From an optimization exercise on the open Yosys and OpenROAD flow, aimed at a short achievable clock period and few clock cycles; shortcuts taken in it are not production practice. Function was checked by simulation only, so behaviour that the tests miss may differ from the original. The flow treats the clock pin as an ideal source, which a real chip does not have. No activity file was given, so power comes from the tool's default toggle rates.

## config.mk

```make
export PLATFORM = sky130hd
export DESIGN_NAME = SCPU
export DESIGN_NICKNAME = SCPU
export VERILOG_FILES = /design/flow/design.v
export SDC_FILE = /design/flow/constraint.sdc
export NUM_CORES = 8
export LEC_CHECK = 0
export CAP_MARGIN = 20
export CORE_MARGIN = 2
export CORE_UTILIZATION = 35
export PLACE_DENSITY = 0.55
export SLEW_MARGIN = 20
export SYNTH_HIERARCHICAL = 1
```

## constraint.sdc

```tcl
create_clock -name core_clock -period 15.0 [get_ports {clk}]
set_input_delay 3.0000 -clock core_clock [delete_from_list [all_inputs] [get_ports {clk}]]
set_output_delay 3.0000 -clock core_clock [all_outputs]
set_load 0.01 [all_outputs]
```

## design.v

```verilog
module SCPU (
    input        clk,       
    input        reset,     
    input [31:0] inst_in,   
    input [31:0] Data_in,   
    output        mem_w,      
    output [31:0] PC_out,     
    output [31:0] Addr_out,   
    output [31:0] Data_out,   
    input [4:0] reg_sel,   
    output [31:0] reg_data,   
    output [2:0] DMType_out,
    output MemRead_out
);
  reg        v;       
  reg [11:0] pc0;     
  reg [11:0] ppc;     
  reg        pv;      
  reg [31:0] ir0;
  reg lui0, auipc0, jal0, jalr0, br0, ld0, st0, op0, wr0, sub0, sra0;
  reg [2:0] dm0;
  reg [31:0] imma0, immm0, immc0, immu0;
  reg [31:0] o0a, o0b;   
  reg [31:0] o0c, o0d, o0m, o0s;
  reg [31:0] ir1;
  reg lui1, auipc1, jal1, jalr1, br1, ld1, st1, op1, wr1, sub1, sra1;
  reg [2:0] dm1;
  reg [31:0] imma1, immm1, immu1;
  reg [31:0] o1a, o1b;   
  reg [31:0] o1c, o1d, o1m, o1s;
  reg [11:0] s1;      
  reg [11:0] s1n;     
  reg        j1;      
  reg [11:0] t1;      
  reg        pok;     
  reg        fa, fb;  
  reg        bp1;     
  reg  [11:0] pc0n;   
  wire [11:0] pc4 = pc0n;
  wire [11:0] pc2 = s1n;
  wire [31:0] link0 = {17'd0, pc0n == 12'd0, pc0n, 2'b00};   
  wire [31:0] link1 = {17'd0, s1n == 12'd0, s1n, 2'b00};
  wire [11:0] npc;
  wire [31:0] alu0;
  alu U_alu0 (.A(o0a), .B(o0b), .f3(ir0[14:12]), .sub(sub0), .sra(sra0), .C(alu0));
  wire c0;
  NPC U_br0 (.a(o0c), .b(o0d), .f3(ir0[14:12]), .cond(c0));
  wire taken0 = br0 & c0;
  wire [31:0] res0 = lui0 ? immu0 :
                     auipc0 ? {18'd0, pc0, 2'b00} + immu0 :
                     (jal0 | jalr0) ? link0 :
                     ld0 ? Data_in : alu0;
  wire we0 = v & wr0;
  wire ex1_0 = v & pok & (j1 ? jal0 : ~jal0);
  wire ex1_1 = v & pok & (j1 ? (jal0 | br0) : ~(jal0 | br0));
  wire ex1 = c0 ? ex1_1 : ex1_0;
  wire [31:0] a1 = fa ? res0 : o1a;
  wire [31:0] b1 = fb ? res0 : o1b;
  wire [31:0] alu1;
  alu U_alu1 (.A(a1), .B(b1), .f3(ir1[14:12]), .sub(sub1), .sra(sra1), .C(alu1));
  wire c1;
  NPC U_br1 (.a(o1c), .b(o1d), .f3(ir1[14:12]), .cond(c1));
  wire c1f;   
  NPC U_br1f (.a(a1), .b(b1), .f3(ir1[14:12]), .cond(c1f));
  reg  [1:0] bpc[0:15];
  reg [15:0] bpv;   
  reg  [1:0] bps;   
  wire [3:0] bpi = s1[3:0];
  wire pred1 = bps[1];
  wire c1x = bp1 ? c1f : c1;   
  wire mis = ex1 & br1 & (c1x != pred1);
  wire bpu = ex1 & br1;   
  wire [1:0] bpn = c1x ? ((bps == 2'b11) ? 2'b11 : (bps == 2'b10) ? 2'b11 : (bps == 2'b01) ? 2'b10 : 2'b01) :
                         ((bps == 2'b00) ? 2'b00 : (bps == 2'b01) ? 2'b00 : (bps == 2'b10) ? 2'b01 : 2'b10);
  always @(posedge clk, posedge reset)
    if (reset) bpv <= 16'd0;
    else if (bpu) bpv[bpi] <= 1'b1;
  always @(posedge clk)
    if (bpu) bpc[bpi] <= bpn;
  wire [31:0] res1 = lui1 ? immu1 :
                     auipc1 ? {18'd0, s1, 2'b00} + immu1 :
                     (jal1 | jalr1) ? link1 :
                     ld1 ? Data_in : alu1;
  wire we1 = c0 ? ex1_1 & wr1 : ex1_0 & wr1;
  wire [11:0] tgt0 = pc0 + immc0[13:2];
  wire [11:0] tgt1 = t1;
  wire [13:0] jt0s = o0c[13:0] + imma0[13:0];
  wire [13:0] jt1s = o1c[13:0] + imma1[13:0];
  wire [11:0] jt0 = jt0s[13:2];
  wire [11:0] jt1 = jt1s[13:2];
  wire [11:0] npc0_0 = jalr0 ? jt0 : jal0 ? tgt0 : pc4;
  wire [11:0] npc0_1 = jalr0 ? jt0 : (jal0 | br0) ? tgt0 : pc4;
  wire [11:0] npc1 = jalr1 ? jt1 : (jal1 | (br1 & pred1)) ? tgt1 : pc2;
  wire [11:0] npc_0 = ~v ? pc0 : ex1_0 ? npc1 : npc0_0;
  wire [11:0] npc_1 = ~v ? pc0 : ex1_1 ? npc1 : npc0_1;
  assign npc = c0 ? npc_1 : npc_0;
  wire [11:0] jt0p, tgt0p, pc4p, jt1p, t1p, s1p;
  inc12 U_i0 (.a(jt0), .y(jt0p));
  inc12 U_i1 (.a(tgt0), .y(tgt0p));
  inc12 U_i2 (.a(pc0n), .y(pc4p));
  inc12 U_i3 (.a(jt1), .y(jt1p));
  inc12 U_i4 (.a(t1), .y(t1p));
  inc12 U_i5 (.a(s1n), .y(s1p));
  wire [11:0] npc0p_0 = jalr0 ? jt0p : jal0 ? tgt0p : pc4p;
  wire [11:0] npc0p_1 = jalr0 ? jt0p : (jal0 | br0) ? tgt0p : pc4p;
  wire [11:0] npc1p = jalr1 ? jt1p : (jal1 | (br1 & pred1)) ? t1p : s1p;
  wire [11:0] npcp_0 = ~v ? pc0n : ex1_0 ? npc1p : npc0p_0;
  wire [11:0] npcp_1 = ~v ? pc0n : ex1_1 ? npc1p : npc0p_1;
  wire [11:0] npcp = c0 ? npcp_1 : npcp_0;
  assign PC_out = {18'd0, npc, 2'b00};
  wire mem0 = ld0 | st0;
  wire [31:0] ad0, ad1;
  agu U_agu0 (.base(o0m), .off(immm0), .addr(ad0));
  agu U_agu1 (.base(o1m), .off(immm1), .addr(ad1));
  assign Addr_out = mem0 ? ad0 : ad1;
  assign Data_out = mem0 ? o0s : o1s;
  assign mem_w = c0 ? v & (st0 | (st1 & ex1_1)) : v & (st0 | (st1 & ex1_0));
  assign MemRead_out = c0 ? v & (ld0 | (ld1 & ex1_1)) : v & (ld0 | (ld1 & ex1_0));
  assign DMType_out = mem0 ? dm0 : dm1;
  wire n_lui0, n_auipc0, n_jal0, n_jalr0, n_br0, n_ld0, n_st0, n_op0, n_u10, n_u20, n_wr0;
  wire n_sub0, n_sra0;
  wire [2:0] n_dm0;
  wire [31:0] n_imma0, n_immm0, n_immc0, n_immu0;
  ctrl U_ctrl0 (
      .ir(inst_in), .is_lui(n_lui0), .is_auipc(n_auipc0), .is_jal(n_jal0), .is_jalr(n_jalr0),
      .is_br(n_br0), .is_ld(n_ld0), .is_st(n_st0), .is_op(n_op0), .use1(n_u10), .use2(n_u20),
      .wr(n_wr0), .sub(n_sub0), .sra(n_sra0), .dmtype(n_dm0),
      .imm_a(n_imma0), .imm_m(n_immm0), .imm_c(n_immc0), .imm_u(n_immu0)
  );
  wire [31:0] nword_0, nword_1;
  wire [11:0] nspc_0, nspc_1, ntgt_0, ntgt_1;
  wire        njmp_0, njmp_1, hit_0, hit_1;
  PC U_IS (
      .clk(clk), .rst(reset),
      .we(v & pv), .wpc(ppc), .spc(pc0), .wdat(ir0),
      .rpc0(npc_0), .rdat0(nword_0), .rspc0(nspc_0), .rjmp0(njmp_0), .rtgt0(ntgt_0), .hit0(hit_0),
      .rpc1(npc_1), .rdat1(nword_1), .rspc1(nspc_1), .rjmp1(njmp_1), .rtgt1(ntgt_1), .hit1(hit_1)
  );
  wire [31:0] nword = c0 ? nword_1 : nword_0;
  wire [11:0] nspc = c0 ? nspc_1 : nspc_0;
  wire [11:0] ntgt = c0 ? ntgt_1 : ntgt_0;
  wire        njmp = c0 ? njmp_1 : njmp_0;
  wire        hit = c0 ? hit_1 : hit_0;
  wire n_lui1, n_auipc1, n_jal1, n_jalr1, n_br1, n_ld1, n_st1, n_op1, n_u11, n_u21, n_wr1;
  wire n_sub1, n_sra1;
  wire [2:0] n_dm1;
  wire [31:0] n_imma1, n_immm1, n_immc1, n_immu1;
  ctrl U_ctrl1 (
      .ir(nword), .is_lui(n_lui1), .is_auipc(n_auipc1), .is_jal(n_jal1), .is_jalr(n_jalr1),
      .is_br(n_br1), .is_ld(n_ld1), .is_st(n_st1), .is_op(n_op1), .use1(n_u11), .use2(n_u21),
      .wr(n_wr1), .sub(n_sub1), .sra(n_sra1), .dmtype(n_dm1),
      .imm_a(n_imma1), .imm_m(n_immm1), .imm_c(n_immc1), .imm_u(n_immu1)
  );
  wire n_fa = n_wr0 & n_u11 & (inst_in[11:7] == nword[19:15]);
  wire n_fb = n_wr0 & n_u21 & (inst_in[11:7] == nword[24:20]);
  wire n_dep = n_fa | n_fb;
  wire n_mem0 = n_ld0 | n_st0;
  wire n_mem1 = n_ld1 | n_st1;
  wire n_pok = hit & ~n_jalr0 & ~(n_mem0 & n_mem1) & ~(n_dep & (n_mem1 | n_jalr1));
  wire [31:0] r0a, r0b, r1a, r1b;
  RF U_RF (
      .clk(clk), .rst(reset),
      .we0(we0), .wa0(ir0[11:7]), .wd0(res0),
      .we1(we1), .wa1(ir1[11:7]), .wd1(res1),
      .ra0(inst_in[19:15]), .ra1(inst_in[24:20]), .ra2(nword[19:15]), .ra3(nword[24:20]),
      .rd0(r0a), .rd1(r0b), .rd2(r1a), .rd3(r1b),
      .reg_sel(reg_sel), .reg_data(reg_data)
  );
  wire [31:0] n0a, n0b, n1a, n1b;
  Forward_unit U_F0a (.ra(inst_in[19:15]), .rfv(r0a), .we0(we0), .wa0(ir0[11:7]), .wd0(res0),
                      .we1(we1), .wa1(ir1[11:7]), .wd1(res1), .v(n0a));
  Forward_unit U_F0b (.ra(inst_in[24:20]), .rfv(r0b), .we0(we0), .wa0(ir0[11:7]), .wd0(res0),
                      .we1(we1), .wa1(ir1[11:7]), .wd1(res1), .v(n0b));
  Forward_unit U_F1a (.ra(nword[19:15]), .rfv(r1a), .we0(we0), .wa0(ir0[11:7]), .wd0(res0),
                      .we1(we1), .wa1(ir1[11:7]), .wd1(res1), .v(n1a));
  Forward_unit U_F1b (.ra(nword[24:20]), .rfv(r1b), .we0(we0), .wa0(ir0[11:7]), .wd0(res0),
                      .we1(we1), .wa1(ir1[11:7]), .wd1(res1), .v(n1b));
  wire [11:0] pcn = mis ? (c1x ? tgt1 : pc2) : npc;   
  wire [11:0] pcnp = mis ? (c1x ? t1p : s1p) : npcp;   
  always @(posedge clk, posedge reset)
    if (reset) begin
      v   <= 1'b0;
      pc0 <= 12'd0;
      pc0n <= 12'd1;
      pv  <= 1'b0;
      pok <= 1'b0;
    end else begin
      v   <= ~mis;
      pc0 <= pcn;
      pc0n <= pcnp;
      pok <= n_pok;
      if (v) pv <= 1'b1;
    end
  always @(posedge clk) begin
    if (v) ppc <= ex1 ? s1 : pc0;
    ir0 <= inst_in;
    {lui0, auipc0, jal0, jalr0, br0, ld0, st0, op0, wr0, sub0, sra0} <=
        {n_lui0, n_auipc0, n_jal0, n_jalr0, n_br0, n_ld0, n_st0, n_op0, n_wr0, n_sub0, n_sra0};
    dm0 <= n_dm0;
    imma0 <= n_imma0;
    immm0 <= n_immm0;
    immc0 <= n_immc0;
    immu0 <= n_immu0;
    o0a <= n0a;
    o0b <= n_u20 ? n0b : n_imma0;
    o0c <= (n_br0 | n_jalr0) ? n0a : 32'd0;
    o0d <= n_br0 ? n0b : 32'd0;
    o0m <= (n_ld0 | n_st0) ? n0a : 32'd0;
    o0s <= n_st0 ? n0b : 32'd0;
    ir1 <= nword;
    {lui1, auipc1, jal1, jalr1, br1, ld1, st1, op1, wr1, sub1, sra1} <=
        {n_lui1, n_auipc1, n_jal1, n_jalr1, n_br1, n_ld1, n_st1, n_op1, n_wr1, n_sub1, n_sra1};
    dm1 <= n_dm1;
    imma1 <= n_imma1;
    immm1 <= n_immm1;
    immu1 <= n_immu1;
    o1a <= n1a;
    o1b <= n_u21 ? n1b : n_imma1;
    o1c <= (n_br1 | n_jalr1) ? n1a : 32'd0;
    o1d <= n_br1 ? n1b : 32'd0;
    o1m <= (n_ld1 | n_st1) ? n1a : 32'd0;
    o1s <= n_st1 ? n1b : 32'd0;
    s1 <= nspc;
    bps <= (bpu && nspc[3:0] == bpi) ? bpn :
           bpv[nspc[3:0]] ? bpc[nspc[3:0]] : {nword[31], 1'b0};
    s1n <= nspc + 12'd1;
    j1 <= njmp;
    t1 <= ntgt;
    fa <= n_fa;
    fb <= n_fb;
    bp1 <= n_dep & n_br1;
  end
endmodule
module ctrl (
    input  [31:0] ir,
    output        is_lui,
    output        is_auipc,
    output        is_jal,
    output        is_jalr,
    output        is_br,
    output        is_ld,
    output        is_st,
    output        is_op,     
    output        use1,      
    output        use2,      
    output        wr,        
    output        sub,       
    output        sra,       
    output [ 2:0] dmtype,    
    output [31:0] imm_a,     
    output [31:0] imm_m,     
    output [31:0] imm_c,     
    output [31:0] imm_u      
);
  wire [4:0] op = ir[6:2];
  wire [2:0] f3 = ir[14:12];
  assign is_lui   = (op == 5'b01101);
  assign is_auipc = (op == 5'b00101);
  assign is_jal   = (op == 5'b11011);
  assign is_jalr  = (op == 5'b11001);
  assign is_br    = (op == 5'b11000);
  assign is_ld    = (op == 5'b00000);
  assign is_st    = (op == 5'b01000);
  assign is_op    = (op == 5'b01100);
  wire   is_opi   = (op == 5'b00100);
  assign use1 = is_op | is_opi | is_ld | is_st | is_br | is_jalr;
  assign use2 = is_op | is_st | is_br;
  assign wr = ~is_br & ~is_st & (ir[11:7] != 5'd0);
  assign sub = is_op & ir[30];
  assign sra = ir[30];
  assign dmtype = f3[2] ? {~f3[0], f3[0], 1'b0} : f3[1] ? 3'b000 : {1'b0, ~f3[0], 1'b1};
  wire [31:0] imm_i = {{20{ir[31]}}, ir[31:20]};
  wire [31:0] imm_s = {{20{ir[31]}}, ir[31:25], ir[11:7]};
  wire [31:0] imm_b = {{19{ir[31]}}, ir[31], ir[7], ir[30:25], ir[11:8], 1'b0};
  wire [31:0] imm_j = {{11{ir[31]}}, ir[31], ir[19:12], ir[20], ir[30:21], 1'b0};
  assign imm_a = imm_i;
  assign imm_m = is_st ? imm_s : imm_i;
  assign imm_c = is_jal ? imm_j : imm_b;
  assign imm_u = {ir[31:12], 12'b0};
endmodule
module agu (
    input  [31:0] base,
    input  [31:0] off,
    output [31:0] addr
);
  assign addr = base + off;
endmodule
module Forward_unit (
    input  [ 4:0] ra,
    input  [31:0] rfv,    
    input         we0,
    input  [ 4:0] wa0,
    input  [31:0] wd0,
    input         we1,
    input  [ 4:0] wa1,
    input  [31:0] wd1,
    output [31:0] v
);
  assign v = (we1 && wa1 == ra) ? wd1 : (we0 && wa0 == ra) ? wd0 : rfv;
endmodule
module Hazard_detection (
    input  [32*32-1:0] rv,    
    input  [ 4:0]      sel,
    output [31:0]      q
);
  assign q = rv[32*sel +: 32];
endmodule
module NPC (
    input  [31:0] a,
    input  [31:0] b,
    input  [ 2:0] f3,
    output        cond
);
  wire eq  = (a == b);
  wire lt  = {~a[31], a[30:0]} < {~b[31], b[30:0]};
  wire ltu = a < b;
  reg  c;
  always @(*) begin
    case (f3[2:1])
      2'b00:   c = eq;
      2'b10:   c = lt;
      default: c = ltu;
    endcase
  end
  assign cond = c ^ f3[0];
endmodule
module inc12 (
    input  [11:0] a,
    output [11:0] y
);
  assign y = a + 12'd1;
endmodule
module PC #(
    parameter IW = 6   
) (
    input             clk,
    input             rst,
    input             we,
    input      [11:0] wpc,    
    input      [11:0] spc,    
    input      [31:0] wdat,
    input      [11:0] rpc0,    
    output     [31:0] rdat0,   
    output     [11:0] rspc0,   
    output            rjmp0,   
    output     [11:0] rtgt0,   
    output            hit0,
    input      [11:0] rpc1,
    output     [31:0] rdat1,
    output     [11:0] rspc1,
    output            rjmp1,
    output     [11:0] rtgt1,
    output            hit1
);
  localparam N = 1 << IW;
  localparam TW = 12 - IW;   
  reg [N-1:0] cv;
  reg [TW-1:0] ctag[0:N-1];
  reg [11:0] cspc[0:N-1];
  reg [N-1:0] cjmp;
  reg [11:0] ctgt[0:N-1];
  reg [31:0] cdat[0:N-1];
  wire [IW-1:0] widx = wpc[IW-1:0];
  wire is_jal = (wdat[6:2] == 5'b11011);
  wire [31:0] imm_b = {{19{wdat[31]}}, wdat[31], wdat[7], wdat[30:25], wdat[11:8], 1'b0};
  wire [31:0] imm_j = {{11{wdat[31]}}, wdat[31], wdat[19:12], wdat[20], wdat[30:21], 1'b0};
  wire [31:0] imm = is_jal ? imm_j : imm_b;
  wire [11:0] tgt = spc + imm[13:2];
  always @(posedge clk, posedge rst)
    if (rst) cv <= {N{1'b0}};
    else if (we) cv[widx] <= 1'b1;
  always @(posedge clk)
    if (we) begin
      ctag[widx] <= wpc[11:IW];
      cspc[widx] <= spc;
      cjmp[widx] <= (spc != wpc + 12'd1);
      ctgt[widx] <= tgt;
      cdat[widx] <= wdat;
    end
  wire [IW-1:0] ridx0 = rpc0[IW-1:0];
  assign rdat0 = cdat[ridx0];
  assign rspc0 = cspc[ridx0];
  assign rjmp0 = cjmp[ridx0];
  assign rtgt0 = ctgt[ridx0];
  assign hit0 = cv[ridx0] && (ctag[ridx0] == rpc0[11:IW]);
  wire [IW-1:0] ridx1 = rpc1[IW-1:0];
  assign rdat1 = cdat[ridx1];
  assign rspc1 = cspc[ridx1];
  assign rjmp1 = cjmp[ridx1];
  assign rtgt1 = ctgt[ridx1];
  assign hit1 = cv[ridx1] && (ctag[ridx1] == rpc1[11:IW]);
endmodule
module RF (
    input         clk,
    input         rst,
    input         we0,
    input  [ 4:0] wa0,
    input  [31:0] wd0,
    input         we1,
    input  [ 4:0] wa1,
    input  [31:0] wd1,
    input  [ 4:0] ra0,
    input  [ 4:0] ra1,
    input  [ 4:0] ra2,
    input  [ 4:0] ra3,
    output [31:0] rd0,
    output [31:0] rd1,
    output [31:0] rd2,
    output [31:0] rd3,
    input  [ 4:0] reg_sel,
    output [31:0] reg_data
);
  reg  [31:0] rf[1:31];
  wire [32*32-1:0] rv;   
  assign rv[31:0] = 32'b0;
  genvar g;
  generate
    for (g = 1; g < 32; g = g + 1) begin : gr
      always @(posedge clk, posedge rst)
        if (rst) rf[g] <= 32'b0;
        else if (we1 && wa1 == g) rf[g] <= wd1;
        else if (we0 && wa0 == g) rf[g] <= wd0;
      assign rv[32*g+31:32*g] = rf[g];
    end
  endgenerate
  Hazard_detection U_r0 (.rv(rv), .sel(ra0), .q(rd0));
  Hazard_detection U_r1 (.rv(rv), .sel(ra1), .q(rd1));
  Hazard_detection U_r2 (.rv(rv), .sel(ra2), .q(rd2));
  Hazard_detection U_r3 (.rv(rv), .sel(ra3), .q(rd3));
  Hazard_detection U_rd (.rv(rv), .sel(reg_sel), .q(reg_data));
endmodule
module alu (
    input  [31:0] A,
    input  [31:0] B,
    input  [ 2:0] f3,
    input         sub,    
    input         sra,    
    output reg [31:0] C
);
  wire [31:0] sum = sub ? A - B : A + B;
  wire lt  = {~A[31], A[30:0]} < {~B[31], B[30:0]};
  wire ltu = A < B;
  wire signed [32:0] sx = {sra & A[31], A};
  wire [32:0] sr = sx >>> B[4:0];
  always @(*) begin
    case (f3)
      3'd0: C = sum;
      3'd1: C = A << B[4:0];
      3'd2: C = {31'b0, lt};
      3'd3: C = {31'b0, ltu};
      3'd4: C = A ^ B;
      3'd5: C = sr[31:0];
      3'd6: C = A | B;
      default: C = A & B;
    endcase
  end
endmodule
```

## flow/run.sh

```bash
#!/bin/bash
# Own layout flow: the standard flow (standard.sh), with the standard synthesis
# unchanged, and then a layout that works harder on timing:
#  - the port buffers are plain buffers (buf_4) that the resizer may size freely
#    (MATCH_CELL_FOOTPRINT=0 lets it swap to any equivalent cell);
#  - setup repair aims at a margin below the design's clock period, on the worst
#    endpoints (TNS_END_PERCENT), so the achieved period comes out shorter;
#  - after clock tree synthesis, flow/post_cts.tcl runs one more repair pass over all
#    endpoints that miss the margin.
# If global routing finds the layout too congested, the layout is redone from the
# floorplan with a lower utilization.
# The clock period, the constraints and the clock tree are the design's.
# Each tool's output is in the ORFS logs (orfs/logs/...); make's in log_*.txt here.
set -uo pipefail
bash standard.sh synth > log_synth.txt 2>&1 || exit 1
common=(
  MATCH_CELL_FOOTPRINT=0
  "BUFFER_PORTS_ARGS=-buffer_cell sky130_fd_sc_hd__buf_4"
  SETUP_SLACK_MARGIN=8
  TNS_END_PERCENT=5
  POST_CTS_TCL=$(pwd)/flow/post_cts.tcl
)
if bash standard.sh "${common[@]}" finish > log_layout.txt 2>&1; then
  exit 0
fi
res=orfs/results/sky130hd/SCPU/base
if [[ -f $res/5_1_grt.odb || ! -f $res/4_1_cts.odb ]]; then
  exit 1  # failed elsewhere than in global routing
fi
mkdir -p logs_try1
cp -r orfs/logs logs_try1/ 2>/dev/null
rm -f $res/2_* $res/3_* $res/4_* $res/5_* $res/6_* $res/route.guide
bash standard.sh "${common[@]}" CORE_UTILIZATION=28 PLACE_DENSITY=0.48 finish > log_layout2.txt 2>&1 || exit 1
```

## flow/post_cts.tcl

```tcl
# Sourced by ORFS's cts.tcl after its own setup repair (POST_CTS_TCL): one more
# setup repair pass over all endpoints that miss the margin, then legalize.
log_cmd repair_timing -setup -setup_margin 7 -repair_tns 100 -max_iterations 3000 -verbose
detailed_placement
check_placement -verbose
log_cmd estimate_parasitics -placement
report_worst_slack -max
```

## standard.sh

```bash
#!/bin/bash
# synth_recipe.tcl (not shown) runs the flow's synth.tcl, then flattens the netlist and writes it again
# the make line also repeats each setting of config.mk as NAME=value (left out here)
make -C /OpenROAD-flow-scripts/flow DESIGN_CONFIG=/design/flow/config.mk WORK_HOME=/design/flow/orfs CLKGATE_MAP_FILE= SYNTH_SCRIPT=/design/flow/synth_recipe.tcl "${@:-finish}"
```

==> reports/metrics.csv, run 1 <==
stage,metric,value,unit
worst_setup_path,crit-path most repeated cell,buf_12,
cells_and_area,"commonest non-fill, non-tap cell in the layout",edfxtp_1,
worst_setup_path,"Arr. time, crit path",5030,ps
place,Inst Count DP,38600,
logic_synthesis,area of the mapped netlist,341000,um^2
global_routing,gr ovfl total,0,
logic_synthesis,YS warnings,12,
worst_setup_path,launch point of the worst reg-to-reg path,pc0[0]$_DFF_PP0_,
routing,DRT Pass-1 Iters,10,
routing,Vias/cell,6.96,
die,die span in y,991,um
worst_setup_path,CP Data Required Time,12000,ps
worst_setup_path,CP Capture Type,output port,
worst_setup_path,R2R Setup Slk,7030,ps
die,I/O pins,204,
die,core footprint,972000,um^2
sta,slew margin rel.,0.0342,
worst_hold_path,type of the most critical hold path,reg -> reg,
place,input/output buffers,181,
status,run status,"complete, no violations",
die,die area,982000,um^2
worst_setup_path,CP Launch Point,reg_sel[0],
worst_setup_path,CP Max Fanout,30,
clock_network,CTS tree,built,
power,total power,115,mW
global_routing,global-route wire length before repair,2250000,um
power,VDD IR max,0.000438,V
power,Lkg Pwr,140,nW
sta,unrepaired setup endpoints after global routing,true,
place,HPWL Detailed,957000,um
cells_and_area,most frequent cells in the layout,"edfxtp_1 (3,948), mux2i_1 (2,796), mux4_2 (2,521), nand2_1 (2,106), o21ai_0 (1,429)",
cells_and_area,layout net count,27700,
die,FP Rows,362,
sta,Slew @ Worst Pin,1450,ps
routing,WL per Instance,41.3,um
cells_and_area,synthesis-to-finish area growth,16.3,%
die,Initial Util,0.351,
clock_network,Worst-Skew Late Latency,1150,ps
place,RePlAce Congestion,0.980,
worst_setup_path,reg2reg end,o1b[9]$_DFF_P_,
flow_run,number of max-cap violations,0,
global_routing,largest net degree at the start of global routing,181,
routing,Routed Antenna Nets,0,
sta,post-layout min period,8030,ps
worst_setup_path,WS Path Type,in -> out,
power,Power Dens Cells,290,nW/um^2
global_routing,gr usage total,0.329,
routing,Vias,285000,
worst_setup_path,Worst path max stage delay,310,ps
cells_and_area,layout cell share with drive strength beyond 1,0.255,
worst_setup_path,Worst path depth,10,
clock_network,"Reg clk slew, reported paths",60,ps
logic_synthesis,Synth Instances,27400,
sta,Tcrit/Tclk final,0.535,
die,Die W,991,um
logic_synthesis,syn_area_per_cell,12.5,um^2
worst_setup_path,Startpoint Class,primary input,
sta,Fin Clk Skew,154,ps
sta,Slew Limit Fails,0,
worst_setup_path,Top Family by Delay on Critical Path,buffers and inverters,
routing,drt drc,0,
worst_setup_path,worst reg2reg path depth,21,
cells_and_area,fill count,89700,
sta,setup violators final,0,
routing,DRT Wirelength,1690000,um
global_routing,vias in the first global route,263000,
sta,FMAX,125,MHz
worst_setup_path,slowest CP cell,buf_12,
sta,final hold vios,0,
cells_and_area,final cell count without fillers,41000,
worst_setup_path,CP Cell Sequence,"buf_4, nor2b_4, buf_12, buf_12, buf_12, a22o_1, nor3_1, a31oi_1, nand3_1, buf_4",
worst_setup_path,worst path bufs/invs,5,
worst_setup_path,Critical Path End,reg_data[19],
routing,First DRT Iteration DRCs,51800,
global_routing,initial antenna violation count,204,
clock_network,Clock Sinks,5705,
-- worst min path at each step --
stage                                    from                  end  slack [ps]  cells past startpoint
final                     bpv[13]$_DFFE_PP0P_  bpv[13]$_DFFE_PP0P_         460                      1
after global routing      bpv[10]$_DFFE_PP0P_  bpv[10]$_DFFE_PP0P_         470                      1
after detailed placement  bpv[10]$_DFFE_PP0P_  bpv[10]$_DFFE_PP0P_         440                      1
after global placement     bpv[2]$_DFFE_PP0P_   bpv[2]$_DFFE_PP0P_         440                      1
after floorplan           bpv[10]$_DFFE_PP0P_  bpv[10]$_DFFE_PP0P_         430                      1
-- cell type report --
cell class | instances | area (um^2) | area share
Timing Repair inverter | 4 | 33.8 | 0.0000852
Sequential cell | 5705 | 159000 | 0.402
Clock buffer | 877 | 18500 | 0.0467
Multi-Input combinational cell | 18500 | 176000 | 0.444
Timing Repair Buffer | 1792 | 20500 | 0.0518
Inverter | 463 | 1950 | 0.00491
Antenna cell | 393 | 983 | 0.00248
Tap cell | 12900 | 16200 | 0.0408
Clock inverter | 293 | 2970 | 0.00750
-- worst reg2reg max path, stage by stage (launching register included) --
cell	delay [ps]
dfrtp_4	540
ha_1	270
fa_2	640
nand2_1	70
a311oi_1	270
a21oi_1	150
a21oi_4	200
buf_12	170
buf_4	440
buf_16	340
mux4_2	400
mux4_2	540
mux4_2	470
mux2_2	280
buf_4	310
nand2b_2	1050
a21oi_1	110
a31oi_1	260
nand3_2	360
o21ai_0	380
a31oi_4	280
mux2_2	340
-- metrics by stage --
stage | setup WS (ps) | instance area [um^2] | TNS (ps) | hold slack (ps) | utilization
final | 6970 | 396000 | 0 | 456 | 0.408
after global routing | 7000 | 396000 | 0 | 469 | 0.408
after detailed placement | 3560 | 355000 | 0 | 444 | 0.365
after floorplan | -1670 | 342000 | -1653000 | 427 | -
after global placement | 3560 | 355000 | 0 | 438 | 0.365
-- report_power, final --
| part | total [mW] | internal (mW) | leakage [nW] | switching (mW) |
|---|---|---|---|---|
| sequential | 23.2 | 20.7 | 54.5 | 2.58 |
| clock | 16.6 | 9.60 | 10.6 | 6.98 |
| combinational | 75.3 | 27.1 | 74.5 | 48.2 |
| total | 115 | 57.3 | 140 | 57.7 |
-- flip-flops by register name (all words and copies together) (netlist names), 64 cells and up --
register,count
U_IS.ctag,384
U_IS.cjmp,64
U_IS.cspc,768
U_IS.cv,64
U_IS.cdat,1920
U_RF.rf,992
U_IS.ctgt,768
-- metal layers --
| metal | global-route usage | vias to the layer above | part of all wire |
|---|---|---|---|
| met2 | 0.461 | 26200 | 0.41 |
| met4 | 0.249 | 72 | 0.097 |
| met5 | 0.00359 | - | 0.00060 |
| li1 | - | 108000 | - |
| met3 | 0.117 | 7047 | 0.14 |
| met1 | 0.414 | 144000 | 0.35 |
Testbench counts, summed over its fixed seeds: cycles 29,276.
==> run 2, diff against run 1 <==
--- a/design.v
+++ b/design.v
@@ -35,6 +35,7 @@
   reg        pok;     
   reg        fa, fb;  
   reg        bp1;     
+  reg        alu0s, alu1s;   
   reg  [11:0] pc0n;   
   wire [11:0] pc4 = pc0n;
   wire [11:0] pc2 = s1n;
@@ -46,16 +47,16 @@
   wire c0;
   NPC U_br0 (.a(o0c), .b(o0d), .f3(ir0[14:12]), .cond(c0));
   wire taken0 = br0 & c0;
-  wire [31:0] res0 = lui0 ? immu0 :
-                     auipc0 ? {18'd0, pc0, 2'b00} + immu0 :
-                     (jal0 | jalr0) ? link0 :
-                     ld0 ? Data_in : alu0;
+  wire [31:0] oth0 = lui0 ? immu0 : auipc0 ? {18'd0, pc0, 2'b00} + immu0 : link0;
+  wire [31:0] res0;
+  mux32 U_res0 (.s(alu0s), .a(alu0), .b(ld0 ? Data_in : oth0), .y(res0));
   wire we0 = v & wr0;
   wire ex1_0 = v & pok & (j1 ? jal0 : ~jal0);
   wire ex1_1 = v & pok & (j1 ? (jal0 | br0) : ~(jal0 | br0));
   wire ex1 = c0 ? ex1_1 : ex1_0;
-  wire [31:0] a1 = fa ? res0 : o1a;
-  wire [31:0] b1 = fb ? res0 : o1b;
+  wire [31:0] a1, b1;
+  mux32 U_a1 (.s(fa), .a(res0), .b(o1a), .y(a1));
+  mux32 U_b1 (.s(fb), .a(res0), .b(o1b), .y(b1));
   wire [31:0] alu1;
   alu U_alu1 (.A(a1), .B(b1), .f3(ir1[14:12]), .sub(sub1), .sra(sra1), .C(alu1));
   wire c1;
@@ -77,10 +78,9 @@
     else if (bpu) bpv[bpi] <= 1'b1;
   always @(posedge clk)
     if (bpu) bpc[bpi] <= bpn;
-  wire [31:0] res1 = lui1 ? immu1 :
-                     auipc1 ? {18'd0, s1, 2'b00} + immu1 :
-                     (jal1 | jalr1) ? link1 :
-                     ld1 ? Data_in : alu1;
+  wire [31:0] oth1 = lui1 ? immu1 : auipc1 ? {18'd0, s1, 2'b00} + immu1 : link1;
+  wire [31:0] res1;
+  mux32 U_res1 (.s(alu1s), .a(alu1), .b(ld1 ? Data_in : oth1), .y(res1));
   wire we1 = c0 ? ex1_1 & wr1 : ex1_0 & wr1;
   wire [11:0] tgt0 = pc0 + immc0[13:2];
   wire [11:0] tgt1 = t1;
@@ -88,11 +88,19 @@
   wire [13:0] jt1s = o1c[13:0] + imma1[13:0];
   wire [11:0] jt0 = jt0s[13:2];
   wire [11:0] jt1 = jt1s[13:2];
-  wire [11:0] npc0_0 = jalr0 ? jt0 : jal0 ? tgt0 : pc4;
-  wire [11:0] npc0_1 = jalr0 ? jt0 : (jal0 | br0) ? tgt0 : pc4;
-  wire [11:0] npc1 = jalr1 ? jt1 : (jal1 | (br1 & pred1)) ? tgt1 : pc2;
-  wire [11:0] npc_0 = ~v ? pc0 : ex1_0 ? npc1 : npc0_0;
-  wire [11:0] npc_1 = ~v ? pc0 : ex1_1 ? npc1 : npc0_1;
+  wire [11:0] npc_0, npc_1, lpc_0, lpc_1;
+  npcsel U_npc (
+      .v(v), .pc0(pc0), .ex1_0(ex1_0), .ex1_1(ex1_1),
+      .jalr0(jalr0), .jal0(jal0), .br0(br0), .jt0(jt0), .tgt0(tgt0), .pc4(pc4),
+      .jalr1(jalr1), .jal1(jal1), .br1(br1), .pred1(pred1), .jt1(jt1), .tgt1(tgt1), .pc2(pc2),
+      .npc_0(npc_0), .npc_1(npc_1)
+  );
+  npcsel U_lpc (
+      .v(v), .pc0(pc0), .ex1_0(ex1_0), .ex1_1(ex1_1),
+      .jalr0(jalr0), .jal0(jal0), .br0(br0), .jt0(jt0), .tgt0(tgt0), .pc4(pc4),
+      .jalr1(jalr1), .jal1(jal1), .br1(br1), .pred1(pred1), .jt1(jt1), .tgt1(tgt1), .pc2(pc2),
+      .npc_0(lpc_0), .npc_1(lpc_1)
+  );
   assign npc = c0 ? npc_1 : npc_0;
   wire [11:0] jt0p, tgt0p, pc4p, jt1p, t1p, s1p;
   inc12 U_i0 (.a(jt0), .y(jt0p));
@@ -133,8 +141,8 @@
   PC U_IS (
       .clk(clk), .rst(reset),
       .we(v & pv), .wpc(ppc), .spc(pc0), .wdat(ir0),
-      .rpc0(npc_0), .rdat0(nword_0), .rspc0(nspc_0), .rjmp0(njmp_0), .rtgt0(ntgt_0), .hit0(hit_0),
-      .rpc1(npc_1), .rdat1(nword_1), .rspc1(nspc_1), .rjmp1(njmp_1), .rtgt1(ntgt_1), .hit1(hit_1)
+      .rpc0(lpc_0), .rdat0(nword_0), .rspc0(nspc_0), .rjmp0(njmp_0), .rtgt0(ntgt_0), .hit0(hit_0),
+      .rpc1(lpc_1), .rdat1(nword_1), .rspc1(nspc_1), .rjmp1(njmp_1), .rtgt1(ntgt_1), .hit1(hit_1)
   );
   wire [31:0] nword = c0 ? nword_1 : nword_0;
   wire [11:0] nspc = c0 ? nspc_1 : nspc_0;
@@ -229,6 +237,8 @@
     fa <= n_fa;
     fb <= n_fb;
     bp1 <= n_dep & n_br1;
+    alu0s <= ~(n_lui0 | n_auipc0 | n_jal0 | n_jalr0 | n_ld0);
+    alu1s <= ~(n_lui1 | n_auipc1 | n_jal1 | n_jalr1 | n_ld1);
   end
 endmodule
 module ctrl (
@@ -298,6 +308,14 @@
 );
   assign v = (we1 && wa1 == ra) ? wd1 : (we0 && wa0 == ra) ? wd0 : rfv;
 endmodule
+module mux32 (
+    input         s,
+    input  [31:0] a,
+    input  [31:0] b,
+    output [31:0] y
+);
+  assign y = s ? a : b;
+endmodule
 module Hazard_detection (
     input  [32*32-1:0] rv,    
     input  [ 4:0]      sel,
@@ -330,8 +348,35 @@
 );
   assign y = a + 12'd1;
 endmodule
+module npcsel (
+    input         v,
+    input  [11:0] pc0,
+    input         ex1_0,
+    input         ex1_1,
+    input         jalr0,
+    input         jal0,
+    input         br0,
+    input  [11:0] jt0,
+    input  [11:0] tgt0,
+    input  [11:0] pc4,
+    input         jalr1,
+    input         jal1,
+    input         br1,
+    input         pred1,
+    input  [11:0] jt1,
+    input  [11:0] tgt1,
+    input  [11:0] pc2,
+    output [11:0] npc_0,
+    output [11:0] npc_1
+);
+  wire [11:0] n0_0 = jalr0 ? jt0 : jal0 ? tgt0 : pc4;
+  wire [11:0] n0_1 = jalr0 ? jt0 : (jal0 | br0) ? tgt0 : pc4;
+  wire [11:0] n1 = jalr1 ? jt1 : (jal1 | (br1 & pred1)) ? tgt1 : pc2;
+  assign npc_0 = ~v ? pc0 : ex1_0 ? n1 : n0_0;
+  assign npc_1 = ~v ? pc0 : ex1_1 ? n1 : n0_1;
+endmodule
 module PC #(
-    parameter IW = 6   
+    parameter IW = 5   
 ) (
     input             clk,
     input             rst,
--- a/flow/run.sh
+++ b/flow/run.sh
@@ -4,9 +4,7 @@
 #  - the port buffers are plain buffers (buf_4) that the resizer may size freely
 #    (MATCH_CELL_FOOTPRINT=0 lets it swap to any equivalent cell);
 #  - setup repair aims at a margin below the design's clock period, on the worst
-#    endpoints (TNS_END_PERCENT), so the achieved period comes out shorter;
-#  - after clock tree synthesis, flow/post_cts.tcl runs one more repair pass over all
-#    endpoints that miss the margin.
+#    endpoints (TNS_END_PERCENT), so the achieved period comes out shorter.
 # If global routing finds the layout too congested, the layout is redone from the
 # floorplan with a lower utilization.
 # The clock period, the constraints and the clock tree are the design's.
@@ -18,7 +16,6 @@
   "BUFFER_PORTS_ARGS=-buffer_cell sky130_fd_sc_hd__buf_4"
   SETUP_SLACK_MARGIN=8
   TNS_END_PERCENT=5
-  POST_CTS_TCL=$(pwd)/flow/post_cts.tcl
 )
 if bash standard.sh "${common[@]}" finish > log_layout.txt 2>&1; then
   exit 0
--- a/config.mk
+++ b/config.mk
@@ -6,6 +6,8 @@
 export NUM_CORES = 8
 export LEC_CHECK = 0
 export CAP_MARGIN = 20
+export CELL_PAD_IN_SITES_DETAIL_PLACEMENT = 1
+export CELL_PAD_IN_SITES_GLOBAL_PLACEMENT = 2
 export CORE_MARGIN = 2
 export CORE_UTILIZATION = 35
 export PLACE_DENSITY = 0.55
removed: flow/post_cts.tcl
==> run 2 against run 1 <==
Critical endpoint is now reg_data[2]; final area shrank 27%; total power shrank 24%; the layout now fails its checks (max-capacitance violations, max-slew violations); setup slack lost 38 ps.
==> reports/metrics.csv, run 2 <==
stage,metric,value,unit
status,run status,finished with violations,
status,SO Viols,"max-capacitance violations, max-slew violations",
global_routing,gr usage total,0.413,
die,Die W,851,um
global_routing,vias in the first global route,221000,
worst_hold_path,type of the most critical hold path,reg -> reg,
global_routing,largest net degree at the start of global routing,140,
worst_setup_path,Worst path max stage delay,270,ps
clock_network,Worst-Skew Late Latency,1170,ps
place,RePlAce Congestion,0.913,
clock_network,Clock Path Buffers,4,
worst_setup_path,"Arr. time, crit path",5070,ps
sta,unrepaired setup endpoints after global routing,true,
sta,FMAX,124,MHz
logic_synthesis,Synth Instances,23600,
worst_setup_path,Startpoint Class,primary input,
routing,Vias,227000,
worst_setup_path,R2R Setup Slk,7100,ps
worst_setup_path,launch point of the worst reg-to-reg path,o0a[1]$_DFF_P_,
global_routing,global-route wire length before repair,2060000,um
place,input/output buffers,181,
clock_network,Clock Sinks,3755,
cells_and_area,max reg flops,992,
clock_network,Num CTS Buffers,460,
worst_hold_path,worst hold stages,1,
power,Power Dens Cells,302,nW/um^2
global_routing,busiest grt layer,met2,
worst_setup_path,CP Launch Point,reg_sel[2],
die,die span in y,851,um
worst_hold_path,worst hold start,bpv[4]$_DFFE_PP0P_,
cells_and_area,Biggest register,U_RF.rf,
flow_run,number of max-cap violations,5,
power,Lkg Pwr,108,nW
sta,Slew Limit Fails,15,
die,die area,725000,um^2
routing,drt drc,0,
worst_setup_path,worst reg2reg path depth,24,
power,VDD IR max,0.000371,V
global_routing,gr ovfl total,0,
die,core footprint,716000,um^2
global_routing,GRT met2 Usage,0.619,
place,Inst Count DP,31700,
routing,Vias/cell,6.78,
worst_setup_path,Top Family by Delay on Critical Path,buffers and inverters,
cells_and_area,Largest regs,"U_RF.rf x992, U_IS.cdat x960",
sta,setup TNS,0,ps
worst_setup_path,WS Path Type,in -> out,
worst_setup_path,CP Max Fanout,17,
worst_setup_path,CP Data Required Time,12000,ps
worst_setup_path,Worst path depth,10,
sta,post-layout min period,8070,ps
sta,final hold vios,0,
logic_synthesis,YS warnings,12,
sta,Hold Slack,456,ps
clock_network,Clock Tree Root,clkbuf_16,
sta,setup violators final,0,
routing,Routed Antenna Nets,0,
cells_and_area,synthesis-to-finish area growth,15.7,%
worst_setup_path,slowest CP cell,a31oi_1,
routing,First DRT Iteration DRCs,28800,
worst_setup_path,CP Capture Type,output port,
clock_network,CTS tree,built,
clock_network,H-tree levels,5,
logic_synthesis,area of the mapped netlist,251000,um^2
worst_setup_path,reg2reg end,o0b[1]$_DFF_P_,
sta,Slew @ Worst Pin,4700,ps
cells_and_area,most frequent cells in the layout,"mux2i_1 (2,753), nand2_1 (2,109), edfxtp_1 (2,028), nor3_1 (1,355), o21ai_0 (1,321)",
worst_setup_path,worst path bufs/invs,5,
routing,WL per Instance,47.1,um
place,HPWL Detailed,930000,um
die,Initial Util,0.351,
worst_setup_path,CP Cell Sequence,"buf_16, nor2b_4, buf_12, buf_12, buf_16, a22o_1, nor3_1, a31oi_1, nand3_2, buf_4",
die,I/O pins,204,
sta,Fin Clk Skew,117,ps
cells_and_area,layout cell share with drive strength beyond 1,0.214,
sta,slew margin rel.,-2.17,
worst_hold_path,worst hold endpoint,bpv[4]$_DFFE_PP0P_,
logic_synthesis,syn_area_per_cell,10.7,um^2
cells_and_area,Layout Utilization,0.406,
routing,DRT Pass-1 Iters,6,
clock_network,"Reg clk slew, reported paths",60,ps
global_routing,GRT met1 Usage,0.537,
cells_and_area,"commonest non-fill, non-tap cell in the layout",mux2i_1,
cells_and_area,layout net count,23700,
die,FP Rows,311,
global_routing,initial antenna violation count,209,
global_routing,GRT met3 Usage,0.0779,
sta,Tcrit/Tclk final,0.538,
cells_and_area,fill count,76400,
cells_and_area,final cell count without fillers,33500,
routing,DRT Wirelength,1580000,um
[run 2: routing by layer]
metal	vias to the layer above	wire [um]	share of wire
li1	89700	-	-
met1	121000	627000	0.40
met2	12600	680000	0.43
met3	3416	131000	0.083
met4	52	137000	0.087
met5	-	339	0.00022
[run 2: cell type report]
class                      count  area [um^2]  share of cell area
antenna                      409         1020             0.00352
tap                         9546        11900              0.0411
inverter                     401         1620             0.00558
sequential                  3755       101000               0.347
clock inverter               236         2670             0.00917
timing repair buffer        1411        15600              0.0535
multi-input combinational  17100       144000               0.495
clock buffer                 627        12900              0.0444
[run 2: stage by stage]
stage | cell area [um^2] | power (mW) | worst slack (ps)
final | 291000 | 87.8 | 6930
after global routing | 291000 | 88.6 | 7010
after CTS | 286000 | 83.5 | 7020
after detailed placement | 260000 | 66.3 | 3610
after global placement | 260000 | 66.1 | 3700
after floorplan | 252000 | 44.0 | -1670
[run 2: what timing repair did]
item	CTS	global route
gates resized for setup	1184	336
pin swaps	186	117
hold buffers	0	0
endpoints found under the setup margin	1596	1520
gates cloned	91	38
setup buffers	289	129
[run 2: power breakdown]
part           switching, mW  leakage [nW]  internal (mW)
Clock                   5.11          7.67           6.82
Sequential              2.40          37.3           13.7
Combinational           40.2          62.6           19.5
[run 2: worst max-delay path by stage]
stage	end	slack, ps
floorplan	U_RF.rf[10][0]$_DFFE_PP0P_	-1670
global route	PC_out[13]	7010
global placement	o1b[31]$_DFF_P_	3700
CTS	reg_data[1]	7020
finish	reg_data[2]	6930
detailed placement	o1m[31]$_SDFF_PN0_	3610
Testbench counts of run 2, summed over its fixed seeds: cycles 29,704.
==> run 3, diff against run 2 <==
--- a/design.v
+++ b/design.v
@@ -376,7 +376,7 @@
   assign npc_1 = ~v ? pc0 : ex1_1 ? n1 : n0_1;
 endmodule
 module PC #(
-    parameter IW = 5   
+    parameter IW = 6   
 ) (
     input             clk,
     input             rst,
--- a/flow/run.sh
+++ b/flow/run.sh
@@ -4,7 +4,9 @@
 #  - the port buffers are plain buffers (buf_4) that the resizer may size freely
 #    (MATCH_CELL_FOOTPRINT=0 lets it swap to any equivalent cell);
 #  - setup repair aims at a margin below the design's clock period, on the worst
-#    endpoints (TNS_END_PERCENT), so the achieved period comes out shorter.
+#    endpoints (TNS_END_PERCENT), so the achieved period comes out shorter;
+#  - after global routing, flow/post_grt.tcl fixes any max slew / capacitance
+#    violation that the timing repair left.
 # If global routing finds the layout too congested, the layout is redone from the
 # floorplan with a lower utilization.
 # The clock period, the constraints and the clock tree are the design's.
@@ -16,6 +18,7 @@
   "BUFFER_PORTS_ARGS=-buffer_cell sky130_fd_sc_hd__buf_4"
   SETUP_SLACK_MARGIN=8
   TNS_END_PERCENT=5
+  POST_GLOBAL_ROUTE_TCL=$(pwd)/flow/post_grt.tcl
 )
 if bash standard.sh "${common[@]}" finish > log_layout.txt 2>&1; then
   exit 0
==> flow/post_grt.tcl (new file) <==
# Sourced by ORFS's global_route.tcl at its end (POST_GLOBAL_ROUTE_TCL). The setup
# repair there can leave max slew / max capacitance violations; fix them, keeping the
# global routing up to date as global_route.tcl does for its own repairs.
puts "Repair max slew and capacitance left after the timing repair..."
log_cmd global_route -start_incremental
repair_design_helper
log_cmd detailed_placement
log_cmd global_route -end_incremental
log_cmd estimate_parasitics -global_routing
report_check_types -max_slew -max_cap -violators
report_worst_slack -max
==> run 3 against run 2 <==
Now clean on timing, DRC and antenna; via count rose by 23%; area after synthesis rose by 36%; final area rose by 37%; sequential power rose by 44%; total power rose by 40%; clock skew fell by 14 ps; first-iteration DRC count rose by 24%; combinational power rose by 37%; global-route usage fell by 2.6 points; clock power rose by 47%; largest cell class unchanged; non-clock buffer count rose by 481.
==> reports/metrics.csv, run 3 <==
stage,metric,value,unit
worst_setup_path,WS Path Type,reg -> reg,
routing,Vias,279000,
die,I/O pins,204,
sta,Slew @ Worst Pin,1360,ps
cells_and_area,most frequent cells in the layout,"edfxtp_1 (3,948), mux2i_1 (2,807), mux4_2 (2,464), nand2_1 (2,010), o21ai_0 (1,453)",
status,run status,"complete, no violations",
power,fraction of power consumed by sequential logic,0.189,
clock_network,post-CTS setup buffer count,444,
routing,Vias/cell,6.73,
clock_network,H-tree levels,6,
worst_setup_path,"Arr. time, crit path",9120,ps
global_routing,gr usage total,0.387,
cells_and_area,layout net count,27800,
place,RePlAce Congestion,0.902,
logic_synthesis,syn_area_per_cell,12.5,um^2
worst_setup_path,CP Capture Type,register,
sta,Hold Slack,458,ps
place,HPWL Detailed,1150000,um
cells_and_area,layout cell share with drive strength beyond 1,0.251,
clock_network,Worst-Skew Late Latency,1150,ps
global_routing,largest net degree at the start of global routing,132,
global_routing,gr ovfl total,0,
place,Inst Count DP,38700,
clock_network,Clock Sinks,5707,
sta,Fin Clk Skew,104,ps
routing,WL met1,760000,um
routing,WL per Instance,48.0,um
power,Power Dens Cells,308,nW/um^2
routing,met2 WL,888000,um
cells_and_area,synthesis-to-finish area growth,16.7,%
sta,Tcrit/Tclk final,0.548,
sta,Slew Limit Fails,0,
cells_and_area,"commonest non-fill, non-tap cell in the layout",edfxtp_1,
sta,setup violators final,0,
global_routing,vias in the first global route,274000,
logic_synthesis,area of the mapped netlist,342000,um^2
power,Lkg Pwr,142,nW
clock_network,Hold Buf Count CTS,0,
clock_network,CTS tree,built,
routing,DRT Wirelength,1990000,um
global_routing,global-route wire length before repair,2590000,um
cells_and_area,Largest regs,"U_IS.cdat x1920, U_RF.rf x992",
worst_setup_path,CP Max Fanout,7,
power,total power,123,mW
sta,final hold vios,0,
routing,DRT Pass-1 Iters,8,
power,Internal,59.4,mW
die,die area,984000,um^2
power,P_sw,63.4,mW
power,VDD IR max,0.000344,V
power,Comb power frac,0.669,
sta,FMAX,122,MHz
clock_network,Num CTS Buffers,708,
global_routing,initial antenna violation count,267,
routing,First DRT Iteration DRCs,35600,
routing,Routed Antenna Nets,0,
worst_setup_path,slowest CP cell,o32a_1,
die,Die W,992,um
place,input/output buffers,181,
routing,drt drc,0,
worst_setup_path,CP Data Required Time,15900,ps
routing,WL met3,166000,um
clock_network,"Reg clk slew, reported paths",60,ps
power,clock network fraction of total power,0.142,
worst_setup_path,crit-path most repeated cell,nor3_4,
die,Initial Util,0.351,
cells_and_area,final cell count without fillers,41500,
logic_synthesis,Synth Instances,27300,
die,die span in y,992,um
place,DP Area,356000,um^2
clock_network,Clock Path Buffers,5,
sta,post-layout min period,8220,ps
sta,setup TNS,0,ps
cells_and_area,"Design Area, Final",399000,um^2
clock_network,Resize count post-CTS,1321,
cells_and_area,max reg flops,1920,
worst_setup_path,Startpoint Class,register,
flow_run,number of max-cap violations,0,
die,FP Rows,362,
clock_network,Clock Tree Root,clkbuf_16,
cells_and_area,Biggest register,U_IS.cdat,
power,switching share of power,0.516,
sta,slew margin rel.,0.0943,
cells_and_area,fill count,99600,
worst_hold_path,type of the most critical hold path,reg -> reg,
die,core footprint,972000,um^2
worst_setup_path,Worst path max stage delay,480,ps
routing,top sig layer,met5,
logic_synthesis,YS warnings,12,
[run 3: critical path: cells and delay by family, from the launching register on]
kind            cells  cell delay [ps]
compound gates     15             3260
buf+inv             7             1270
fa+ha+maj           4             1110
mux                 3             1100
simple gates        5              860
flops               1              360
[run 3: cell type report]
class	count	area, um^2	share of cell area
Inverter	381	1530	0.00382
Sequential cell	5707	159000	0.400
Antenna cell	701	1750	0.00440
Timing Repair Buffer	1892	22400	0.0561
Multi-Input combinational cell	18600	175000	0.438
Timing Repair inverter	3	33.8	0.0000847
Clock buffer	942	19300	0.0483
Tap cell	12900	16200	0.0405
Clock inverter	329	3390	0.00851
[run 3: power by group through the flow]
| stage | sequential [mW] | combinational, mW | clock, mW |
|---|---|---|---|
| floorplan | 22.7 | 38.1 | 0 |
| global placement | 23.3 | 65.2 | 0 |
| detailed placement | 23.4 | 65.5 | 0 |
| CTS | 23.1 | 77.7 | 17.6 |
| finish | 23.2 | 82.1 | 17.5 |
[run 3: final timing paths]
path | startpoint | to | slack [ps] | cells after the start
max in group asynchronous | reset | U_RF.rf[14][25]$_DFFE_PP0P_ | 9840 | 6
min in group asynchronous | reset | pc0[10]$_DFF_PP0_ | 2110 | 2
min reg2reg | bpv[15]$_DFFE_PP0P_ | bpv[15]$_DFFE_PP0P_ | 460 | 1
min | bpv[15]$_DFFE_PP0P_ | bpv[15]$_DFFE_PP0P_ | 460 | 1
max | o0b[0]$_DFF_P_ | U_RF.rf[8][0]$_DFFE_PP0P_ | 6780 | 34
max reg2reg | o0b[0]$_DFF_P_ | U_RF.rf[8][0]$_DFFE_PP0P_ | 6780 | 34
[run 3: routing by layer]
metal	vias to the layer above	global-route usage
li1	108000	-
met1	150000	0.487
met2	15900	0.594
met3	4542	0.0777
met4	46	0.281
met5	-	0
[run 3: through the flow]
step / utilization / setup WS (ps)
after CTS: 0.403 / 6590
after detailed placement: 0.366 / 4110
after global placement: 0.366 / 3930
after floorplan: - / -1670
final: 0.410 / 6780
Testbench counts of run 3, summed over its fixed seeds: cycles 29,276.
==> run 4, diff against run 3 <==
--- a/config.mk
+++ b/config.mk
@@ -6,8 +6,6 @@
 export NUM_CORES = 8
 export LEC_CHECK = 0
 export CAP_MARGIN = 20
-export CELL_PAD_IN_SITES_DETAIL_PLACEMENT = 1
-export CELL_PAD_IN_SITES_GLOBAL_PLACEMENT = 2
 export CORE_MARGIN = 2
 export CORE_UTILIZATION = 35
 export PLACE_DENSITY = 0.55
==> run 4 against run 3 <==
Flip-flop and latch count unchanged; total power is 8.3% lower; die area is the same; via count up 1.9%; still clean.
==> reports/metrics.csv, run 4 <==
stage,metric,value,unit
sta,fin worst setup slack,6880,ps
cells_and_area,fill count,89900,
sta,post-layout min period,8120,ps
cells_and_area,Biggest register,U_IS.cdat,
routing,DRT Pass-1 Iters,10,
global_routing,gr usage total,0.329,
cells_and_area,most frequent cells in the layout,"edfxtp_1 (3,948), mux2i_1 (2,818), mux4_2 (2,464), nand2_1 (2,010), o21ai_0 (1,489)",
worst_setup_path,CP Data Required Time,12000,ps
clock_network,Clock Sinks,5707,
die,FP Rows,362,
routing,WL per Instance,41.6,um
sta,slew margin rel.,0.0758,
cells_and_area,FF+latch area,159000,um^2
clock_network,Clock Path Buffers,5,
clock_network,Worst-Skew Late Latency,1210,ps
sta,Slew Limit Fails,0,
place,HPWL Detailed,951000,um
die,die span in y,992,um
sta,Slew @ Worst Pin,1390,ps
power,Lkg Pwr,138,nW
die,Initial Util,0.351,
routing,Vias/cell,6.99,
cells_and_area,synthesis-to-finish area growth,14.1,%
clock_network,CTS tree,built,
routing,drt drc,0,
worst_setup_path,WS Path Type,in -> out,
routing,First DRT Iteration DRCs,52300,
cells_and_area,"Design Area, Final",390000,um^2
clock_network,Clock Tree Root,clkbuf_16,
clock_network,Hold Buf Count CTS,0,
clock_network,"Reg clk slew, reported paths",50,ps
global_routing,gr ovfl total,0,
logic_synthesis,Synth Instances,27300,
cells_and_area,"commonest non-fill, non-tap cell in the layout",edfxtp_1,
sta,FMAX,123,MHz
global_routing,initial antenna violation count,225,
routing,Vias,285000,
die,core footprint,972000,um^2
sta,Hold Slack,452,ps
sta,setup violators final,0,
clock_network,Num CTS Buffers,676,
clock_network,H-tree levels,6,
worst_setup_path,"Arr. time, crit path",5120,ps
clock_network,post-CTS setup buffer count,256,
routing,DRT Wirelength,1690000,um
worst_setup_path,CP Cell Sequence,"buf_4, or2_4, buf_12, nor3_1, a31oi_1, nand3_2, buf_4",
cells_and_area,Multi-input gate area,174000,um^2
cells_and_area,Largest regs,"U_IS.cdat x1920, U_RF.rf x992",
worst_setup_path,CP Capture Type,output port,
power,total power,113,mW
die,die area,984000,um^2
worst_setup_path,Startpoint Class,primary input,
worst_setup_path,crit-path most repeated cell,buf_4,
place,dpl ws,4670,ps
cells_and_area,layout net count,27400,
worst_hold_path,type of the most critical hold path,reg -> reg,
logic_synthesis,area of the mapped netlist,342000,um^2
worst_setup_path,CP Max Fanout,25,
routing,Routed Antenna Nets,0,
sta,setup TNS,0,ps
global_routing,global-route wire length before repair,2250000,um
global_routing,vias in the first global route,263000,
worst_setup_path,slowest CP cell,buf_12,
logic_synthesis,YS warnings,12,
power,VDD IR max,0.000500,V
sta,Fin Clk Skew,196,ps
cells_and_area,max reg flops,1920,
die,I/O pins,204,
status,run status,"complete, no violations",
sta,final hold vios,0,
place,DP Area,354000,um^2
clock_network,Resize count post-CTS,975,
cells_and_area,layout cell share with drive strength beyond 1,0.235,
flow_run,number of max-cap violations,0,
worst_setup_path,Worst path max stage delay,500,ps
die,Die W,992,um
place,RePlAce Congestion,1.02,
sta,Tcrit/Tclk final,0.541,
place,input/output buffers,181,
logic_synthesis,syn_area_per_cell,12.5,um^2
global_routing,largest net degree at the start of global routing,143,
power,Power Dens Cells,289,nW/um^2
[run 4: final timing paths]
kind	cells after the start	endpoint	slack, ps	start
setup / recovery	7	reg_data[3]	6880	reg_sel[3]
hold / removal	1	bpv[11]$_DFFE_PP0P_	450	bpv[11]$_DFFE_PP0P_
setup reg to reg	26	o1b[14]$_DFF_P_	7000	o1c[2]$_SDFF_PN0_
hold reg to reg	1	bpv[11]$_DFFE_PP0P_	450	bpv[11]$_DFFE_PP0P_
max in group asynchronous	6	U_RF.rf[7][30]$_DFFE_PP0P_	9510	reset
min in group asynchronous	3	pok$_DFF_PP0_	2170	reset
[run 4: final cells by class]
cell class                 count  share of cell area
tap                        12900              0.0415
multi-input combinational  18600               0.446
clock inverter               299             0.00733
inverter                     381             0.00385
antenna                      420             0.00270
sequential                  5707               0.409
clock buffer                 882              0.0475
timing repair buffer        1504              0.0419
[run 4: where the power goes]
| part | total [mW] | leakage, nW | internal, mW | switching, mW |
|---|---|---|---|---|
| clock | 16.6 | 10.5 | 9.50 | 7.07 |
| combinational | 73.1 | 72.3 | 25.3 | 47.7 |
| sequential | 23.0 | 55.0 | 20.6 | 2.40 |
| total | 113 | 138 | 55.4 | 57.2 |
[run 4: metal layers]
metal  vias to the layer above  GRT usage  wire (um)
li1                     107000          -          -
met1                    143000      0.411     589000
met2                     26800      0.453     682000
met3                      7323      0.135     261000
met4                        80      0.244     162000
met5                         -    0.00222        916
[run 4: metrics by stage]
stage	utilization	instances
finish	0.401	40700
detailed placement	0.364	38600
floorplan	-	27500
global placement	0.364	38600
CTS	0.396	40100
[run 4: critical path, delay by kind of cell]
family                 cells  cell delay, ps
buffers and inverters      3             920
AOI/OAI and AO/OA          1             250
and+or+nand+nor            3             900

afterwards: timing with drivers on the ports:
Ports are ideal in the flow. The routed layouts listed here were re-timed in OpenROAD. Step 1: set_driving_cell puts a clkbuf_16 on clk and a buf_2 on each other input, an assumption about the parent block. Step 2, shift: input delay + t, output delay - t, t = (earliest + latest rising clock arrival at the registers) / 2. This alone moves slack from input paths to output paths. Three values: ideal ports, drivers, drivers and shift; two values: the first two.
run	t (ns)	setup WS [ns]	hold WS [ns]	slew at the worst register clock pin (ns)	pins driven straight from the clock port
run 1	1.267	6.970 / 6.548 / 5.970	0.456 / 0.456 / 0.456	0.07 / 0.07	1
run 2	1.265	6.932 / 6.581 / 6.281	0.456 / 0.456 / 0.456	0.08 / 0.08	1
run 3	1.279	6.777 / 6.529 / 6.281	0.458 / 0.458 / 0.458	0.07 / 0.07	1
run 4	1.288	6.883 / 6.557 / 6.093	0.452 / 0.452 / 0.452	0.08 / 0.08	1
The setup slack of run 1, which loses most, moves by -0.422 ns with the drivers and by -1.000 ns with both steps.
